Background: an optimization exercise with open tools, aiming at small area, a short achievable clock period and few clock cycles per item. Do not read the settings as production practice.
At most, simulation tests tie the RTL to the original design; equivalence was not proved.
Power is estimated from default activity; no workload was simulated.

==> v9: inputs <==
==> flow/design.v <==
module counter (
	input clk, rst,
	output reg [7:0] step
);
	always @(posedge clk) begin
		if (rst)
			step <= 8'b0000_0001;
		else
			step <= {step[6:0], step[7]};
	end
endmodule
module rotator
(
	input [16:0] x, y,
	input [15:0] angle,
	input neg_dir,
	input [7:0] step,
	output [16:0] xp, yp,
	output [15:0] angle_p,
	output y_is_zero
);
	wire signed [16:0] y_signed = y;
	reg [16:0] x_shifted, y_shifted;
	reg [15:0] t;
	wire y_neg = y[16];
	wire y_pos = ~y[16];
	integer i;
	reg signed [16:0] y_sh;
	localparam [127:0] T = {16'h0051, 16'h00a3, 16'h0146, 16'h028b,
	                        16'h0511, 16'h09fb, 16'h12e4, 16'h2000};
	always @(*) begin
		x_shifted = 17'd0;
		y_shifted = 17'd0;
		t = 16'd0;
		for (i = 0; i < 8; i = i + 1) begin
			x_shifted = x_shifted | ((x >> i) & {17{step[i]}});
			y_sh = y_signed >>> i;
			y_shifted = y_shifted | (y_sh & {17{step[i]}});
			t = t | (T[16*i +: 16] & {16{step[i]}});
		end
	end
	assign xp = x + (y_shifted ^ {17{y_neg}}) + y_neg;
	assign yp = y + (x_shifted ^ {17{y_pos}}) + y_pos;
	wire sub = y_neg ^ neg_dir;
	assign angle_p = angle + (t ^ {16{sub}}) + sub;
	assign y_is_zero = ~|y;
endmodule
module cordic_mod(
	input clk, rst,
	input signed [15:0] inp_x, inp_y,
	output [15:0] arctan,
	output reg valid
);
	reg [16:0] x, y;
	reg [15:0] angle;
	reg neg_dir;	 
	reg stop;	 
	wire is_x_negative = inp_x[15];
	wire is_y_negative = inp_y[15];
	wire is_x_zero = ~|inp_x;
	wire is_y_zero = ~|inp_y;
	wire [16:0] abs_x = is_x_negative ? -{inp_x[15], inp_x} : {1'b0, inp_x};
	wire [16:0] abs_y = is_y_negative ? -{inp_y[15], inp_y} : {1'b0, inp_y};
	reg [15:0] start_angle;
	always @(*) begin
		if (is_x_zero)
			start_angle = {is_y_negative, {15{~is_y_negative}}};
		else if (is_y_zero)
			start_angle = 16'h0000;
		else case ({is_x_negative, is_y_negative})
			2'b00: start_angle = 16'h0000;
			2'b01: start_angle = 16'h0000;
			2'b10: start_angle = 16'h7fff;
			2'b11: start_angle = 16'h8001;
		endcase
	end
	wire [7:0] step;
	counter cntr(clk, rst, step);
	wire [16:0] xp, yp;
	wire [15:0] angle_p;
	wire y_is_zero;
	rotator rttr(x, y, angle, neg_dir, step, xp, yp, angle_p, y_is_zero);
	wire step_en = ~valid & ~stop & ~y_is_zero;
	always @(posedge clk) begin
		if (rst) begin
			x <= abs_x;
			y <= abs_y;
			angle <= start_angle;
			neg_dir <= is_x_negative ^ is_y_negative;
			stop <= is_x_zero;
		end
		else begin
			x <= xp;
			y <= yp;
			if (step_en)
				angle <= angle_p;
			stop <= stop | y_is_zero;
		end
	end
	always @(posedge clk) begin
		if (rst)
			valid <= 1'b0;
		else if (step[7])
			valid <= 1'b1;
	end
	assign arctan = angle;
endmodule
==> flow/flow/run.sh <==
#!/bin/bash
# The standard layout, except that the port buffers are the smallest buffer
# (buf_1) instead of the flow's default
# pick. Synthesis is the standard one, unchanged.
set -euo pipefail
bash standard.sh synth > synth.log 2>&1
bash standard.sh BUFFER_PORTS_ARGS="-buffer_cell sky130_fd_sc_hd__buf_1" finish > layout.log 2>&1
==> flow/standard.sh <==
#!/bin/bash
# synth_recipe.tcl (not shown) runs the flow's synth.tcl, then flattens the netlist and writes it again
# the make line also repeats each setting of config.mk as NAME=value (left out here)
make -C /OpenROAD-flow-scripts/flow DESIGN_CONFIG=/design/flow/config.mk WORK_HOME=/design/flow/orfs CLKGATE_MAP_FILE= SYNTH_SCRIPT=/design/flow/synth_recipe.tcl "${@:-finish}"
==> flow/config.mk <==
export PLATFORM = sky130hd
export DESIGN_NAME = cordic_mod
export DESIGN_NICKNAME = cordic_mod
export VERILOG_FILES = /design/flow/design.v
export SDC_FILE = /design/flow/constraint.sdc
export NUM_CORES = 4
export LEC_CHECK = 0
export CAP_MARGIN = 20
export CORE_MARGIN = 2
export CORE_UTILIZATION = 40
export SETUP_SLACK_MARGIN = 4.5
export SLEW_MARGIN = 20
==> flow/constraint.sdc <==
create_clock -name core_clock -period 8.0 [get_ports {clk}]
set_input_delay 1.6000 -clock core_clock [delete_from_list [all_inputs] [get_ports {clk}]]
set_output_delay 1.6000 -clock core_clock [all_outputs]
set_load 0.01 [all_outputs]
==> v6: changes against v9 <==
--- a/flow/design.v
+++ b/flow/design.v
@@ -14,2 +14,3 @@
 	input [16:0] x, y,
+	input y_pos,	 
 	input [15:0] angle,
@@ -25,3 +26,2 @@
 	wire y_neg = y[16];
-	wire y_pos = ~y[16];
 	integer i;
@@ -41,7 +41,52 @@
 	end
-	assign xp = x + (y_shifted ^ {17{y_neg}}) + y_neg;
-	assign yp = y + (x_shifted ^ {17{y_pos}}) + y_pos;
-	wire sub = y_neg ^ neg_dir;
-	assign angle_p = angle + (t ^ {16{sub}}) + sub;
+	adder #(17) add_x(x, y_shifted ^ {17{y_neg}}, y_neg, xp);
+	adder #(17) add_y(y, x_shifted ^ {17{y_pos}}, y_pos, yp);
+	wire sub = ~(y_pos ^ neg_dir);
+	adder #(16) add_angle(angle, t ^ {16{sub}}, sub, angle_p);
 	assign y_is_zero = ~|y;
+endmodule
+module adder #(parameter W = 17) (
+	input [W-1:0] a, b,
+	input cin,
+	output [W-1:0] sum
+);
+	localparam N = W + 1;	 
+	localparam L = $clog2(N);
+	wire [N-1:0] g [0:L];
+	wire [N-1:0] p [0:L];
+	assign g[0] = {a & b, cin};
+	assign p[0] = {a ^ b, 1'b0};
+	genvar l, i;
+	generate for (l = 0; l < L; l = l + 1) begin : level
+		for (i = 0; i < N; i = i + 1) begin : node
+			if (((i >> l) & 1) == 1) begin : merge
+				localparam J = ((i >> l) << l) - 1;
+				if ((i >> l) == 1) begin : gray
+					prefix_gray pc(g[l][i], p[l][i], g[l][J], g[l+1][i]);
+					assign p[l+1][i] = 1'b0;
+				end
+				else begin : black
+					prefix_black pc(g[l][i], p[l][i], g[l][J], p[l][J], g[l+1][i], p[l+1][i]);
+				end
+			end
+			else begin : keep
+				assign g[l+1][i] = g[l][i];
+				assign p[l+1][i] = p[l][i];
+			end
+		end
+	end endgenerate
+	assign sum = p[0][N-1:1] ^ g[L][N-2:0];
+endmodule
+module prefix_black (
+	input gh, ph, gl, pl,
+	output g, p
+);
+	assign g = gh | (ph & gl);
+	assign p = ph & pl;
+endmodule
+module prefix_gray (
+	input gh, ph, gl,
+	output g
+);
+	assign g = gh | (ph & gl);
 endmodule
@@ -54,2 +99,3 @@
 	reg [16:0] x, y;
+	reg y_pos;	 
 	reg [15:0] angle;
@@ -61,4 +107,16 @@
 	wire is_y_zero = ~|inp_y;
-	wire [16:0] abs_x = is_x_negative ? -{inp_x[15], inp_x} : {1'b0, inp_x};
-	wire [16:0] abs_y = is_y_negative ? -{inp_y[15], inp_y} : {1'b0, inp_y};
+	wire [15:0] below_x, below_y;
+	genvar b;
+	generate for (b = 0; b < 16; b = b + 1) begin : abs_bits
+		if (b == 0) begin : lsb
+			assign below_x[b] = 1'b0;
+			assign below_y[b] = 1'b0;
+		end
+		else begin : other
+			assign below_x[b] = |inp_x[b-1:0];
+			assign below_y[b] = |inp_y[b-1:0];
+		end
+	end endgenerate
+	wire [16:0] abs_x = {1'b0, inp_x ^ (below_x & {16{is_x_negative}})};
+	wire [16:0] abs_y = {1'b0, inp_y ^ (below_y & {16{is_y_negative}})};
 	reg [15:0] start_angle;
@@ -81,3 +139,3 @@
 	wire y_is_zero;
-	rotator rttr(x, y, angle, neg_dir, step, xp, yp, angle_p, y_is_zero);
+	rotator rttr(x, y, y_pos, angle, neg_dir, step, xp, yp, angle_p, y_is_zero);
 	wire step_en = ~valid & ~stop & ~y_is_zero;
@@ -87,2 +145,3 @@
 			y <= abs_y;
+			y_pos <= 1'b1;
 			angle <= start_angle;
@@ -94,2 +153,3 @@
 			y <= yp;
+			y_pos <= ~yp[16];
 			if (step_en)
- CTS_BUF_LIST: default -> sky130_fd_sc_hd__clkbuf_4 sky130_fd_sc_hd__clkbuf_8
- CTS_CLUSTER_DIAMETER: default -> 100
- CTS_CLUSTER_SIZE: default -> 32
- SETUP_SLACK_MARGIN: 4.5 -> 5.0
- SYNTH_HIERARCHICAL: default -> 1
- SYNTH_MINIMUM_KEEP_SIZE: default -> 0
==> qor summary <==
| metric | v9 | v6 |
|---|---|---|
| Outcome | timing/DRC/antenna clean | timing/DRC/antenna clean |
| Area growth from synthesis to layout | 11.53% | 11.66% |
| End point of the most critical hold path | cntr.step[3] | stop |
| First-pass GRT wire length | 27.95 mm | 28.10 mm |
| Synthesis warning total | 3 | 11 |
| Fraction of the mapped netlist area in compound gates | 28.31% | 29.71% |
| Leading cell type in the layout, fill and taps excluded | sky130_fd_sc_hd__a22oi_1 | sky130_fd_sc_hd__xor2_1 |
| Switching Fraction | 47.90% | 46.23% |
| Vert. Die Dim | 130.6 um | 132.9 um |
| DP Area | 6675 um2 | 6862 um2 |
| Dpl ws | 3921 ps | 4339 ps |
| Critical path endpoint | angle[10] | angle[15] |
| Reported combinational group power | 2.56 mW | 2.68 mW |
| Final RePlAce weighted congestion | 0.7949 | 0.8182 |
| Proportion of layout cells with a drive suffix above 1 | 7.230% | 10.35% |
| Fraction of standard cell area in multi-input logic | 66.38% | 67.35% |
| Max Fanout on Critical Path | 28 | 5 |
| Share of synthesized area spent on multiplexers | 2.615% | 0.9420% |
| Initial Utilization | 40.66% | 40.48% |
| CP required | 8070 ps | 8110 ps |
| Clock buf/inv share | 4.111% | 2.986% |
| Number of cells traversed by the worst register-to-register path | 13 | 11 |
| Source-to-sink clock delay at the later pin of the worst-skew pair | 340 ps | 380 ps |
| Parity-gate share of the synthesized area counting xor and xnor cells | 14.32% | 17.11% |
| DR iter-0 viols | 638 | 477 |
| Combinational group share of total power | 69.3% | 70.7% |
| Via count of the first global-routing pass | 5,446 | 5,573 |
Testbench counts of v9, summed over its fixed seeds: cycles 108,000, items 12,000.
The RTL of v6 was laid out without a check of its function.

afterwards: timing with drivers on the ports:
No port has a modelled driver above. Below, the same layouts with a new extraction and two added sets of constraints. Step 1: set_driving_cell puts a clkbuf_16 on clk and a buf_2 on each other input, an assumption about the parent block. Step 2, shift: input delay + t, output delay - t, t = (earliest + latest rising clock arrival at the registers) / 2. This alone moves slack from input paths to output paths. Slacks: ideal ports / drivers / drivers and shift; pairs: ideal ports / drivers.
run	t (ns)	slack for setup (ns)	hold WS [ns]	cell pins on the clock port's net
v9	0.377	4.618 / 4.618 / 4.382	0.502 / 0.502 / 0.502	1
v6	0.407	5.000 / 5.017 / 4.610	0.521 / 0.521 / 0.521	1
After both steps setup and hold are still met in every run listed. The setup slack of v6, which loses most, moves by +0.017 ns with the drivers and by -0.390 ns with both steps.
